This design comes from an exercise in tuning for small area and a short achievable clock period on the open sky130 flow, not from production work.
Where RTL was checked, it was by simulation tests only, not by an equivalence proof against the original.
No activity file was given, so power comes from the tool's default toggle rates.

==> inputs of 06-04 <==
// vi_exe
module vi_exe(
input		clk_i,
input		rsn_i,
input		kill_i,
input	[31:0]	instr_i,
input	[31:0]	pc_i,
input	[31:0]	data_a_i,
input	[31:0]	data_b_i,
input	[4:0]	write_addr_i,
input		int_write_enable_i,
output	[31:0]	exe_result_o,
output		exe_illegal_o,
output	[4:0]	mult_wr_en_o,
output	[24:0]	mult_addr_o,
output	[31:0]	mult5_data_o,
output	[31:0]	mult5_instr_o,
output	[31:0]	mult5_pc_o);
export LEC_CHECK = 0
export CAP_MARGIN = 20
export CORE_MARGIN = 2
export CORE_UTILIZATION = 40
export SLEW_MARGIN = 20
export SYNTH_HIERARCHICAL = 1
create_clock -name core_clock -period 10.0 [get_ports {clk_i}]
standard.sh (not shown) runs the stock make flow with config.mk's settings and CLKGATE_MAP_FILE= SYNTH_SCRIPT=/design/flow/synth_recipe.tcl, a recipe that flattens the netlist after the stock synthesis.
==> flow/flow/run.sh <==
#!/bin/bash
set -euo pipefail
export SETUP_SLACK_MARGIN=6.8
export BUFFER_PORTS_ARGS="-buffer_cell sky130_fd_sc_hd__buf_2"
bash standard.sh > standard.log 2>&1
==> inputs of 05-01, as changes to 06-04 <==
--- a/flow/design.v
+++ b/flow/design.v
@@ -50,30 +50,29 @@
 input	[31:0]	x_i,
 input	[31:0]	y_i,
 input		sub_i,
 input		eq_i,
 input		sum_i,
 input		br_i,
 input		sll_i,
 input		sys_i,
-input		en_i,		 
 output	[31:0]	sum_o,		 
 output		sel_sum_o,
 output	[31:0]	other_o);	 
 add32 add32(
 	.x	(x_i),
 	.y	(y_i),
 	.ci	(sub_i),
 	.s	(sum_o)
 );
 wire	[31:0]	shl = x_i << y_i[4:0];
-assign sel_sum_o = en_i & (sum_i | (br_i & eq_i));
-wire sel_x   = en_i & ((br_i & ~eq_i) | sys_i);
-wire sel_shl = en_i & sll_i & ~(|y_i[31:5]);
+assign sel_sum_o = sum_i | (br_i & eq_i);
+wire sel_x   = (br_i & ~eq_i) | sys_i;
+wire sel_shl = sll_i & ~(|y_i[31:5]);
 assign other_o = ({32{sel_x}} & x_i) | ({32{sel_shl}} & shl);
 endmodule
 module add32(input [31:0] x, input [31:0] y, input ci, output [31:0] s);
 wire [31:0] g0 = x & y;
 wire [31:0] p0 = x ^ y;
 wire [31:0] G0 = {g0[31:1], g0[0] | (p0[0] & ci)};
 wire g1_1 = G0[1] | (p0[1] & G0[0]);
 wire g1_3 = G0[3] | (p0[3] & G0[2]);
@@ -1188,17 +1187,18 @@
 wire s363, c364;
 mul_fa u_s363 (.a(c254), .b(c256), .c(c258), .s(s363), .co(c364));
 assign ra_n = {s361, s357, s353, s349, s345, s341, s337, s333, s329, s325, s321, s317, s313, s309, s305, s301, s297, s293, s289, s285, s281, s277, s273, bneg4, p2_3, p2_2, p0_5, p0_4, p0_3, p0_2, p0_1, p0_0};
 assign rb_n = {c360, c358, s363, c356, c354, s359, c352, c350, s355, c348, c346, s351, c344, c342, s347, c340, c338, s343, c336, c334, s339, c332, c330, s335, c328, c326, s331, c324, c322, s327, c320, c318, s323, c316, c314, s319, c312, c310, s315, c308, c306, s311, c304, c302, s307, c300, c298, s303, c296, c294, s299, c292, c290, s295, c288, c286, s291, c284, c282, s287, c280, c278, s283, c276, c274, s279, c272, c270, s275, c268, s271, s269, c266, s267, p3_1, s265, bneg3, p3_0, p2_1, p1_3, bneg2, p2_0, p1_2, p1_1, bneg1, p1_0, bneg0};
 endmodule
 module mul_s2(
 input [31:0] ra_n,
 input [86:0] rb_n,
-output [31:0] p);
+output [31:0] x,
+output [31:0] y);
 wire s1, c2;
 mul_ha u_s1 (.a(ra_n[4]), .b(rb_n[4]), .s(s1), .co(c2));
 wire s3, c4;
 mul_ha u_s3 (.a(ra_n[5]), .b(rb_n[7]), .s(s3), .co(c4));
 wire s5, c6;
 mul_fa u_s5 (.a(ra_n[6]), .b(rb_n[9]), .c(rb_n[10]), .s(s5), .co(c6));
 wire s7, c8;
 mul_fa u_s7 (.a(ra_n[7]), .b(rb_n[12]), .c(rb_n[13]), .s(s7), .co(c8));
@@ -1307,17 +1307,18 @@
 wire s111, c112;
 mul_fa u_s111 (.a(rb_n[80]), .b(s51), .c(c50), .s(s111), .co(c112));
 wire s113, c114;
 mul_fa u_s113 (.a(rb_n[83]), .b(s53), .c(c52), .s(s113), .co(c114));
 wire s115, c116;
 mul_fa u_s115 (.a(rb_n[86]), .b(s55), .c(c54), .s(s115), .co(c116));
 wire [31:0] x_n = {s115, s113, s111, s109, s107, s105, s103, s101, s99, s97, s95, s93, s91, s89, s87, s85, s83, s81, s79, s77, s75, s73, s71, s69, s67, s65, s63, s61, s59, rb_n[2], ra_n[1], ra_n[0]};
 wire [31:0] y_n = {c114, c112, c110, c108, c106, c104, c102, c100, c98, c96, c94, c92, c90, c88, c86, c84, c82, c80, c78, c76, c74, c72, c70, c68, c66, c64, c62, c60, c58, s57, 1'b0, rb_n[0]};
-add32 u_cpa (.x(x_n), .y(y_n), .ci(1'b0), .s(p));
+assign x = x_n;
+assign y = y_n;
 endmodule
 module mul_fa(input a, input b, input c, output s, output co);
 assign s = a ^ b ^ c;
 assign co = (a & b) | (a & c) | (b & c);
 endmodule
 module mul_bsel(input x0, input x1, input one, input two, output p);
 assign p = (one & x0) | (two & x1);
 endmodule
@@ -1373,128 +1374,136 @@
 		assign d_booth_neg[gj] = mul_f3 & b_ext[2*gj+2] & ~(b_ext[2*gj+1] & b_ext[2*gj]);
 	end
 endgenerate
 reg	[31:0]	exe_instruction;
 reg	[31:0]	exe_pc;
 reg	[31:0]	exe_x;
 reg	[31:0]	exe_y;
 reg	[4:0]	exe_write_addr;
-reg		exe_int_write_enable;
 reg		exe_valid;
 reg		exe_sub, exe_eq;
-reg		exe_sum, exe_br, exe_sll, exe_sys, exe_mul, exe_ill;
+reg		exe_sum, exe_br, exe_sll, exe_sys, exe_mul_we, exe_ill;
 reg	[15:0]	exe_booth_one, exe_booth_two, exe_booth_neg;
 always @(posedge clk_i)
 begin
 	exe_instruction <= instr_i;
 	exe_pc <= pc_i;
 	exe_x <= d_x;
 	exe_y <= d_y;
 	exe_write_addr <= write_addr_i;
-	exe_int_write_enable <= int_write_enable_i;
 	exe_booth_one <= d_booth_one;
 	exe_booth_two <= d_booth_two;
 	exe_booth_neg <= d_booth_neg;
 	exe_valid <= !clr;
 	exe_sub <= d_sub;
 	exe_eq <= d_eq;
 	exe_sum <= !clr && d_sum;
 	exe_br <= !clr && d_br;
 	exe_sll <= !clr && d_sll;
 	exe_sys <= !clr && d_sys;
-	exe_mul <= !clr && d_mul;
+	exe_mul_we <= !clr && d_mul && int_write_enable_i;	 
 	exe_ill <= clr || d_illegal;
 end
 wire	[31:0]	alu_sum, alu_other;
 wire		alu_sel_sum;
 int_alu int_alu(
 	.x_i		(exe_x),
 	.y_i		(exe_y),
 	.sub_i		(exe_sub),
 	.eq_i		(exe_eq),
 	.sum_i		(exe_sum),
 	.br_i		(exe_br),
 	.sll_i		(exe_sll),
 	.sys_i		(exe_sys),
-	.en_i		(!clr),
 	.sum_o		(alu_sum),
 	.sel_sum_o	(alu_sel_sum),
 	.other_o	(alu_other)
 );
 wire	[31:0]	mul_ra;
 wire	[87-1:0]	mul_rb;
 mul_s1 mul_s1(
 	.a		(exe_x),
 	.b		(exe_y),
 	.bone		(exe_booth_one),
 	.btwo		(exe_booth_two),
 	.bneg		(exe_booth_neg),
 	.ra_n		(mul_ra),
 	.rb_n		(mul_rb)
 );
 wire	[31:0]	exe_result_d;
-wire		mul_en = exe_mul && !clr;
+wire		en = !clr;
 genvar gi;
 generate
 	for (gi = 0; gi < 32; gi = gi + 1) begin : res_mux
 		res_sel res_sel(.sum(alu_sum[gi]), .sel(alu_sel_sum), .other(alu_other[gi]),
-		                .ra(mul_ra[gi]), .en(mul_en), .y(exe_result_d[gi]));
+		                .en(en), .y(exe_result_d[gi]));
 	end
 endgenerate
 reg	[31:0]	exe_result;
 reg		exe_illegal;
 always @(posedge clk_i)
 begin
 	exe_result <= exe_result_d;
 	exe_illegal <= clr ? 1'b0 : exe_ill;
 end
 assign exe_result_o = exe_result;
 assign exe_illegal_o = exe_illegal;
 reg	[31:0]	mult1_instruction;
 reg	[31:0]	mult1_pc;
 reg	[4:0]	mult1_write_addr;
 reg		mult1_int_write_enable;
 reg		mult1_valid;
+reg	[31:0]	mult1_ra;
 reg	[87-1:0]	mult1_rb;
 always @(posedge clk_i)
 begin
 	mult1_instruction <= exe_instruction;
 	mult1_pc <= exe_pc;
 	mult1_write_addr <= exe_write_addr;
-	mult1_int_write_enable <= !clr && exe_mul && exe_int_write_enable;
+	mult1_int_write_enable <= !clr && exe_mul_we;
 	mult1_valid <= !clr && exe_valid;
+	mult1_ra <= mul_ra;
 	mult1_rb <= mul_rb;
 end
-wire	[31:0]	mult1_data;
+wire	[31:0]	mul_x, mul_y;
 mul_s2 mul_s2(
-	.ra_n		(exe_result),
+	.ra_n		(mult1_ra),
 	.rb_n		(mult1_rb),
-	.p		(mult1_data)
+	.x		(mul_x),
+	.y		(mul_y)
 );
+wire	[16:0]	mult1_lo = mul_x[15:0] + mul_y[15:0];
 reg	[13:0]	mult2_pk, mult3_pk, mult4_pk;
 reg	[17:0]	mult2_instr_mid, mult3_instr_mid, mult4_instr_mid;
-reg	[17:0]	mult2_data_hi, mult3_data_hi, mult4_data_hi;
+reg	[1:0]	mult2_data_lo;
+reg	[15:0]	mult2_x_hi, mult2_y_hi;
+reg		mult2_carry;
+reg	[17:0]	mult3_data_hi, mult4_data_hi;
 reg	[31:0]	mult2_pc, mult3_pc, mult4_pc;
 reg	[4:0]	mult2_write_addr, mult3_write_addr, mult4_write_addr;
 reg		mult2_int_write_enable, mult3_int_write_enable, mult4_int_write_enable;
 reg		mult2_valid, mult3_valid, mult4_valid;
+wire	[15:0]	mult2_hi = mult2_x_hi + mult2_y_hi + mult2_carry;
 always @(posedge clk_i)
 begin
-	mult2_pk <= mult1_int_write_enable ? mult1_data[13:0] :
+	mult2_pk <= mult1_int_write_enable ? mult1_lo[13:0] :
 	            {mult1_instruction[31:25], mult1_instruction[6:0]};
 	mult2_instr_mid <= mult1_instruction[24:7];
-	mult2_data_hi <= mult1_data[31:14];
+	mult2_data_lo <= mult1_lo[15:14];
+	mult2_x_hi <= mul_x[31:16];
+	mult2_y_hi <= mul_y[31:16];
+	mult2_carry <= mult1_lo[16];
 	mult2_pc <= mult1_pc;
 	mult2_write_addr <= mult1_write_addr;
 	mult2_int_write_enable <= !clr && mult1_int_write_enable;
 	mult2_valid <= !clr && mult1_valid;
 	mult3_pk <= mult2_pk;
 	mult3_instr_mid <= mult2_instr_mid;
-	mult3_data_hi <= mult2_data_hi;
+	mult3_data_hi <= {mult2_hi, mult2_data_lo};
 	mult3_pc <= mult2_pc;
 	mult3_write_addr <= mult2_write_addr;
 	mult3_int_write_enable <= !clr && mult2_int_write_enable;
 	mult3_valid <= !clr && mult2_valid;
 	mult4_pk <= mult3_pk;
 	mult4_instr_mid <= mult3_instr_mid;
 	mult4_data_hi <= mult3_data_hi;
 	mult4_pc <= mult3_pc;
@@ -1521,11 +1530,11 @@
 assign mult_wr_en_o = {mult5_int_write_enable, mult4_int_write_enable, mult3_int_write_enable,
                        mult2_int_write_enable, mult1_int_write_enable};
 assign mult_addr_o = {mult5_write_addr, mult4_write_addr, mult3_write_addr,
                       mult2_write_addr, mult1_write_addr};
 assign mult5_data_o = mult5_int_write_data;
 assign mult5_instr_o = mult5_instruction;
 assign mult5_pc_o = mult5_pc;
 endmodule
-module res_sel(input sum, input sel, input other, input ra, input en, output y);
-assign y = (sum & sel) | other | (ra & en);
+module res_sel(input sum, input sel, input other, input en, output y);
+assign y = ((sum & sel) | other) & en;
 endmodule
==> flow/config.mk (replaced) <==
export PLATFORM = sky130hd
export DESIGN_NAME = vi_exe
export DESIGN_NICKNAME = vi_exe
export VERILOG_FILES = /design/flow/design.v
export SDC_FILE = /design/flow/constraint.sdc
export NUM_CORES = 4
export LEC_CHECK = 0
export CAP_MARGIN = 20
export CORE_MARGIN = 2
export CORE_UTILIZATION = 40
export CTS_CLUSTER_DIAMETER = 80
export CTS_CLUSTER_SIZE = 28
export SLEW_MARGIN = 20
export SYNTH_HIERARCHICAL = 1
==> inputs of 01-03, as changes to 06-04 <==
--- a/flow/design.v
+++ b/flow/design.v
@@ -23,26 +23,30 @@
 wire is_br   = opcode == 7'b1100011;
 wire is_jal  = opcode == 7'b1101111;
 wire is_sys  = opcode == 7'b1110011;
 wire f3_0    = funct3 == 3'b000;
 wire r_add   = is_r & f3_0 & (funct7 == 7'b0000000);
 wire r_sub   = is_r & f3_0 & (funct7 == 7'b0100000);
 wire r_sll   = is_r & (funct3 == 3'b001) & (funct7 == 7'b0000000);
 wire i_add   = is_i & f3_0;
+wire	imm_s = ~opcode[6] & opcode[5];
+wire	imm_b = opcode[6] & ~opcode[3];
+wire	imm_j = opcode[3];
+wire	y_inv = is_r & funct7[5];
 wire	[31:0]	imm;
-assign imm[0]     = is_st ? instr_i[7] : (is_br | is_jal) ? 1'b0 : instr_i[20];
-assign imm[4:1]   = (is_st | is_br) ? instr_i[11:8] : instr_i[24:21];
+assign imm[0]     = imm_s ? instr_i[7] : (imm_b | imm_j) ? 1'b0 : instr_i[20];
+assign imm[4:1]   = (imm_s | imm_b) ? instr_i[11:8] : instr_i[24:21];
 assign imm[10:5]  = instr_i[30:25];
-assign imm[11]    = is_br ? instr_i[7] : is_jal ? instr_i[20] : instr_i[31];
-assign imm[19:12] = is_jal ? instr_i[19:12] : {8{instr_i[31]}};
+assign imm[11]    = imm_b ? instr_i[7] : imm_j ? instr_i[20] : instr_i[31];
+assign imm[19:12] = imm_j ? instr_i[19:12] : {8{instr_i[31]}};
 assign imm[31:20] = {12{instr_i[31]}};
-assign x_o = (is_br | is_jal) ? pc_i : data_a_i;
-assign y_o = (r_add | r_sub | r_sll) ? (data_b_i ^ {32{r_sub}}) : imm;
-assign sub_o = r_sub;
+assign x_o = (opcode[6] & ~opcode[4]) ? pc_i : data_a_i;
+assign y_o = is_r ? (data_b_i ^ {32{y_inv}}) : imm;
+assign sub_o = y_inv;
 assign eq_o = data_a_i == data_b_i;
 assign sum_o = r_add | r_sub | i_add | is_ld | is_st | is_jal;
 assign br_o = is_br;
 assign sll_o = r_sll;
 assign sys_o = is_sys;
 assign mul_o = is_r & (funct7 == 7'b0000001);
 assign illegal_o = ~(is_r | i_add | is_ld | is_st | is_br | is_jal | is_sys);
 endmodule
@@ -50,30 +54,29 @@
 input	[31:0]	x_i,
 input	[31:0]	y_i,
 input		sub_i,
 input		eq_i,
 input		sum_i,
 input		br_i,
 input		sll_i,
 input		sys_i,
-input		en_i,		 
 output	[31:0]	sum_o,		 
 output		sel_sum_o,
 output	[31:0]	other_o);	 
 add32 add32(
 	.x	(x_i),
 	.y	(y_i),
 	.ci	(sub_i),
 	.s	(sum_o)
 );
 wire	[31:0]	shl = x_i << y_i[4:0];
-assign sel_sum_o = en_i & (sum_i | (br_i & eq_i));
-wire sel_x   = en_i & ((br_i & ~eq_i) | sys_i);
-wire sel_shl = en_i & sll_i & ~(|y_i[31:5]);
+assign sel_sum_o = sum_i | (br_i & eq_i);
+wire sel_x   = (br_i & ~eq_i) | sys_i;
+wire sel_shl = sll_i & ~(|y_i[31:5]);
 assign other_o = ({32{sel_x}} & x_i) | ({32{sel_shl}} & shl);
 endmodule
 module add32(input [31:0] x, input [31:0] y, input ci, output [31:0] s);
 wire [31:0] g0 = x & y;
 wire [31:0] p0 = x ^ y;
 wire [31:0] G0 = {g0[31:1], g0[0] | (p0[0] & ci)};
 wire g1_1 = G0[1] | (p0[1] & G0[0]);
 wire g1_3 = G0[3] | (p0[3] & G0[2]);
@@ -1188,17 +1191,18 @@
 wire s363, c364;
 mul_fa u_s363 (.a(c254), .b(c256), .c(c258), .s(s363), .co(c364));
 assign ra_n = {s361, s357, s353, s349, s345, s341, s337, s333, s329, s325, s321, s317, s313, s309, s305, s301, s297, s293, s289, s285, s281, s277, s273, bneg4, p2_3, p2_2, p0_5, p0_4, p0_3, p0_2, p0_1, p0_0};
 assign rb_n = {c360, c358, s363, c356, c354, s359, c352, c350, s355, c348, c346, s351, c344, c342, s347, c340, c338, s343, c336, c334, s339, c332, c330, s335, c328, c326, s331, c324, c322, s327, c320, c318, s323, c316, c314, s319, c312, c310, s315, c308, c306, s311, c304, c302, s307, c300, c298, s303, c296, c294, s299, c292, c290, s295, c288, c286, s291, c284, c282, s287, c280, c278, s283, c276, c274, s279, c272, c270, s275, c268, s271, s269, c266, s267, p3_1, s265, bneg3, p3_0, p2_1, p1_3, bneg2, p2_0, p1_2, p1_1, bneg1, p1_0, bneg0};
 endmodule
 module mul_s2(
 input [31:0] ra_n,
 input [86:0] rb_n,
-output [31:0] p);
+output [31:0] x,
+output [31:0] y);
 wire s1, c2;
 mul_ha u_s1 (.a(ra_n[4]), .b(rb_n[4]), .s(s1), .co(c2));
 wire s3, c4;
 mul_ha u_s3 (.a(ra_n[5]), .b(rb_n[7]), .s(s3), .co(c4));
 wire s5, c6;
 mul_fa u_s5 (.a(ra_n[6]), .b(rb_n[9]), .c(rb_n[10]), .s(s5), .co(c6));
 wire s7, c8;
 mul_fa u_s7 (.a(ra_n[7]), .b(rb_n[12]), .c(rb_n[13]), .s(s7), .co(c8));
@@ -1307,17 +1311,18 @@
 wire s111, c112;
 mul_fa u_s111 (.a(rb_n[80]), .b(s51), .c(c50), .s(s111), .co(c112));
 wire s113, c114;
 mul_fa u_s113 (.a(rb_n[83]), .b(s53), .c(c52), .s(s113), .co(c114));
 wire s115, c116;
 mul_fa u_s115 (.a(rb_n[86]), .b(s55), .c(c54), .s(s115), .co(c116));
 wire [31:0] x_n = {s115, s113, s111, s109, s107, s105, s103, s101, s99, s97, s95, s93, s91, s89, s87, s85, s83, s81, s79, s77, s75, s73, s71, s69, s67, s65, s63, s61, s59, rb_n[2], ra_n[1], ra_n[0]};
 wire [31:0] y_n = {c114, c112, c110, c108, c106, c104, c102, c100, c98, c96, c94, c92, c90, c88, c86, c84, c82, c80, c78, c76, c74, c72, c70, c68, c66, c64, c62, c60, c58, s57, 1'b0, rb_n[0]};
-add32 u_cpa (.x(x_n), .y(y_n), .ci(1'b0), .s(p));
+assign x = x_n;
+assign y = y_n;
 endmodule
 module mul_fa(input a, input b, input c, output s, output co);
 assign s = a ^ b ^ c;
 assign co = (a & b) | (a & c) | (b & c);
 endmodule
 module mul_bsel(input x0, input x1, input one, input two, output p);
 assign p = (one & x0) | (two & x1);
 endmodule
@@ -1373,128 +1378,136 @@
 		assign d_booth_neg[gj] = mul_f3 & b_ext[2*gj+2] & ~(b_ext[2*gj+1] & b_ext[2*gj]);
 	end
 endgenerate
 reg	[31:0]	exe_instruction;
 reg	[31:0]	exe_pc;
 reg	[31:0]	exe_x;
 reg	[31:0]	exe_y;
 reg	[4:0]	exe_write_addr;
-reg		exe_int_write_enable;
 reg		exe_valid;
 reg		exe_sub, exe_eq;
-reg		exe_sum, exe_br, exe_sll, exe_sys, exe_mul, exe_ill;
+reg		exe_sum, exe_br, exe_sll, exe_sys, exe_mul_we, exe_ill;
 reg	[15:0]	exe_booth_one, exe_booth_two, exe_booth_neg;
 always @(posedge clk_i)
 begin
 	exe_instruction <= instr_i;
 	exe_pc <= pc_i;
 	exe_x <= d_x;
 	exe_y <= d_y;
 	exe_write_addr <= write_addr_i;
-	exe_int_write_enable <= int_write_enable_i;
 	exe_booth_one <= d_booth_one;
 	exe_booth_two <= d_booth_two;
 	exe_booth_neg <= d_booth_neg;
 	exe_valid <= !clr;
 	exe_sub <= d_sub;
 	exe_eq <= d_eq;
 	exe_sum <= !clr && d_sum;
 	exe_br <= !clr && d_br;
 	exe_sll <= !clr && d_sll;
 	exe_sys <= !clr && d_sys;
-	exe_mul <= !clr && d_mul;
+	exe_mul_we <= !clr && d_mul && int_write_enable_i;	 
 	exe_ill <= clr || d_illegal;
 end
 wire	[31:0]	alu_sum, alu_other;
 wire		alu_sel_sum;
 int_alu int_alu(
 	.x_i		(exe_x),
 	.y_i		(exe_y),
 	.sub_i		(exe_sub),
 	.eq_i		(exe_eq),
 	.sum_i		(exe_sum),
 	.br_i		(exe_br),
 	.sll_i		(exe_sll),
 	.sys_i		(exe_sys),
-	.en_i		(!clr),
 	.sum_o		(alu_sum),
 	.sel_sum_o	(alu_sel_sum),
 	.other_o	(alu_other)
 );
 wire	[31:0]	mul_ra;
 wire	[87-1:0]	mul_rb;
 mul_s1 mul_s1(
 	.a		(exe_x),
 	.b		(exe_y),
 	.bone		(exe_booth_one),
 	.btwo		(exe_booth_two),
 	.bneg		(exe_booth_neg),
 	.ra_n		(mul_ra),
 	.rb_n		(mul_rb)
 );
 wire	[31:0]	exe_result_d;
-wire		mul_en = exe_mul && !clr;
+wire		en = !clr;
 genvar gi;
 generate
 	for (gi = 0; gi < 32; gi = gi + 1) begin : res_mux
 		res_sel res_sel(.sum(alu_sum[gi]), .sel(alu_sel_sum), .other(alu_other[gi]),
-		                .ra(mul_ra[gi]), .en(mul_en), .y(exe_result_d[gi]));
+		                .en(en), .y(exe_result_d[gi]));
 	end
 endgenerate
 reg	[31:0]	exe_result;
 reg		exe_illegal;
 always @(posedge clk_i)
 begin
 	exe_result <= exe_result_d;
 	exe_illegal <= clr ? 1'b0 : exe_ill;
 end
 assign exe_result_o = exe_result;
 assign exe_illegal_o = exe_illegal;
 reg	[31:0]	mult1_instruction;
 reg	[31:0]	mult1_pc;
 reg	[4:0]	mult1_write_addr;
 reg		mult1_int_write_enable;
 reg		mult1_valid;
+reg	[31:0]	mult1_ra;
 reg	[87-1:0]	mult1_rb;
 always @(posedge clk_i)
 begin
 	mult1_instruction <= exe_instruction;
 	mult1_pc <= exe_pc;
 	mult1_write_addr <= exe_write_addr;
-	mult1_int_write_enable <= !clr && exe_mul && exe_int_write_enable;
+	mult1_int_write_enable <= !clr && exe_mul_we;
 	mult1_valid <= !clr && exe_valid;
+	mult1_ra <= mul_ra;
 	mult1_rb <= mul_rb;
 end
-wire	[31:0]	mult1_data;
+wire	[31:0]	mul_x, mul_y;
 mul_s2 mul_s2(
-	.ra_n		(exe_result),
+	.ra_n		(mult1_ra),
 	.rb_n		(mult1_rb),
-	.p		(mult1_data)
+	.x		(mul_x),
+	.y		(mul_y)
 );
+wire	[16:0]	mult1_lo = mul_x[15:0] + mul_y[15:0];
 reg	[13:0]	mult2_pk, mult3_pk, mult4_pk;
 reg	[17:0]	mult2_instr_mid, mult3_instr_mid, mult4_instr_mid;
-reg	[17:0]	mult2_data_hi, mult3_data_hi, mult4_data_hi;
+reg	[1:0]	mult2_data_lo;
+reg	[15:0]	mult2_x_hi, mult2_y_hi;
+reg		mult2_carry;
+reg	[17:0]	mult3_data_hi, mult4_data_hi;
 reg	[31:0]	mult2_pc, mult3_pc, mult4_pc;
 reg	[4:0]	mult2_write_addr, mult3_write_addr, mult4_write_addr;
 reg		mult2_int_write_enable, mult3_int_write_enable, mult4_int_write_enable;
 reg		mult2_valid, mult3_valid, mult4_valid;
+wire	[15:0]	mult2_hi = mult2_x_hi + mult2_y_hi + mult2_carry;
 always @(posedge clk_i)
 begin
-	mult2_pk <= mult1_int_write_enable ? mult1_data[13:0] :
+	mult2_pk <= mult1_int_write_enable ? mult1_lo[13:0] :
 	            {mult1_instruction[31:25], mult1_instruction[6:0]};
 	mult2_instr_mid <= mult1_instruction[24:7];
-	mult2_data_hi <= mult1_data[31:14];
+	mult2_data_lo <= mult1_lo[15:14];
+	mult2_x_hi <= mul_x[31:16];
+	mult2_y_hi <= mul_y[31:16];
+	mult2_carry <= mult1_lo[16];
 	mult2_pc <= mult1_pc;
 	mult2_write_addr <= mult1_write_addr;
 	mult2_int_write_enable <= !clr && mult1_int_write_enable;
 	mult2_valid <= !clr && mult1_valid;
 	mult3_pk <= mult2_pk;
 	mult3_instr_mid <= mult2_instr_mid;
-	mult3_data_hi <= mult2_data_hi;
+	mult3_data_hi <= {mult2_hi, mult2_data_lo};
 	mult3_pc <= mult2_pc;
 	mult3_write_addr <= mult2_write_addr;
 	mult3_int_write_enable <= !clr && mult2_int_write_enable;
 	mult3_valid <= !clr && mult2_valid;
 	mult4_pk <= mult3_pk;
 	mult4_instr_mid <= mult3_instr_mid;
 	mult4_data_hi <= mult3_data_hi;
 	mult4_pc <= mult3_pc;
@@ -1521,11 +1534,11 @@
 assign mult_wr_en_o = {mult5_int_write_enable, mult4_int_write_enable, mult3_int_write_enable,
                        mult2_int_write_enable, mult1_int_write_enable};
 assign mult_addr_o = {mult5_write_addr, mult4_write_addr, mult3_write_addr,
                       mult2_write_addr, mult1_write_addr};
 assign mult5_data_o = mult5_int_write_data;
 assign mult5_instr_o = mult5_instruction;
 assign mult5_pc_o = mult5_pc;
 endmodule
-module res_sel(input sum, input sel, input other, input ra, input en, output y);
-assign y = (sum & sel) | other | (ra & en);
+module res_sel(input sum, input sel, input other, input en, output y);
+assign y = ((sum & sel) | other) & en;
 endmodule
==> flow/config.mk (replaced) <==
export PLATFORM = sky130hd
export DESIGN_NAME = vi_exe
export DESIGN_NICKNAME = vi_exe
export VERILOG_FILES = /design/flow/design.v
export SDC_FILE = /design/flow/constraint.sdc
export NUM_CORES = 4
export LEC_CHECK = 0
export CAP_MARGIN = 20
export CORE_MARGIN = 2
export CORE_UTILIZATION = 40
export CTS_CLUSTER_DIAMETER = 80
export CTS_CLUSTER_SIZE = 28
export SLEW_MARGIN = 20
export SYNTH_HIERARCHICAL = 1
==> summary.md <==
| Metric | Value |
|---|---|
| Status | complete, no violations |
| Mux share of post-synthesis cell area | 4.91% |
| Worst hold margin | between 0.3 and 0.4 ns |
| Logic inverters | 38 |
| P&R area growth vs syn | 19.5% |
| Post-synthesis xor/xnor area fraction | approximately a tenth |
| LEAKAGE | ~19 nW |
| Seq/total area | between 30% and 40% |
| RR Startpoint | exe_booth_neg[2]$_DFF_P_ |
| GR Util met3 | under 10% |
| Crit path buf inv count | 1 |
| Core Util, Final | ~48% |
the above is filed under 06-04

==> summary.md <==
| Metric | Value |
|---|---|
| Seq/total area | about two fifths |
| GR Util met3 | under 10% |
| Core Util, Final | approximately 44% |
| RR Startpoint | exe_booth_neg[2]$_DFF_P_ |
| Mux share of post-synthesis cell area | around 4.5% |
| Worst hold margin | approximately 0.32 ns |
| Status | complete, no violations |
| Synthesized area | ~36000 um^2 |
| Post-synthesis xor/xnor area fraction | under 10% |
| P&R area growth vs syn | 9.56% |
| Logic inverters | 35 |
| Share of the synthesized area in the top cell type | between 40% and 50% |
| Clock net power | between 0.002 and 0.0025 W |
| Wire per inst | around 22 um |
| Post-synthesis simple-gate area fraction | between 6 and 7% |
| LEAKAGE | 17.9 nW |
| Top-level I/O count | just under 300 |
the above is filed under 01-03

==> summary.md <==
| Metric | Value |
|---|---|
| Logic inverters | 36 |
| Tot Pwr | ~0.0066 W |
| Crit path buf inv count | 3 |
| Mux share of post-synthesis cell area | under 10% |
| GR Util met3 | between 3 and 4% |
| LEAKAGE | approximately 18 nW |
| Core Util, Final | 44.5% |
| Worst hold margin | 0.312 ns |
| First-pass GRT wire length | 143 mm |
| Reg2reg setup slack | just under 7 ns |
| Worst path max stage delay | approximately 0.55 ns |
| WHS Path Cells | 0 |
| Post-synthesis xor/xnor area fraction | under 10% |
| VDD IR-drop max | 0.000119 V |
| Status | complete, no violations |
| Total sequential power | 0.00361 W |
the above is filed under 05-01

For 05-01, only the layout was checked, not whether the RTL still works.

what the ideal ports hide:
Ports are ideal in the flow. The routed layouts listed here were re-timed in OpenROAD. Step 1 sets driving cells, clkbuf_16 on the clock port and buf_2 on the other inputs (assumed; they add their load-dependent delay and slew). Step 2 adds t to the input delays and takes it off the output delays; t is the mean of the earliest and latest rising clock arrival at the registers after step 1. Input paths then give back, and output paths get back, about the clock's delay inside the block. Three values: no drivers, after step 1, after step 2; two values: the first two.
run	shift t [ns]	slack for setup (ns)	worst data-port slew with drivers (ns)
06-04	0.706	6.543 / 6.543 / 6.073	0.08
05-01	0.679	6.743 / 6.743 / 6.168	0.10
01-03	0.689	6.840 / 6.775 / 6.275	0.11
After both steps setup and hold are still met in every run listed. The setup slack of 05-01, which loses most, moves by 0.000 ns with the drivers and by -0.575 ns with both steps.
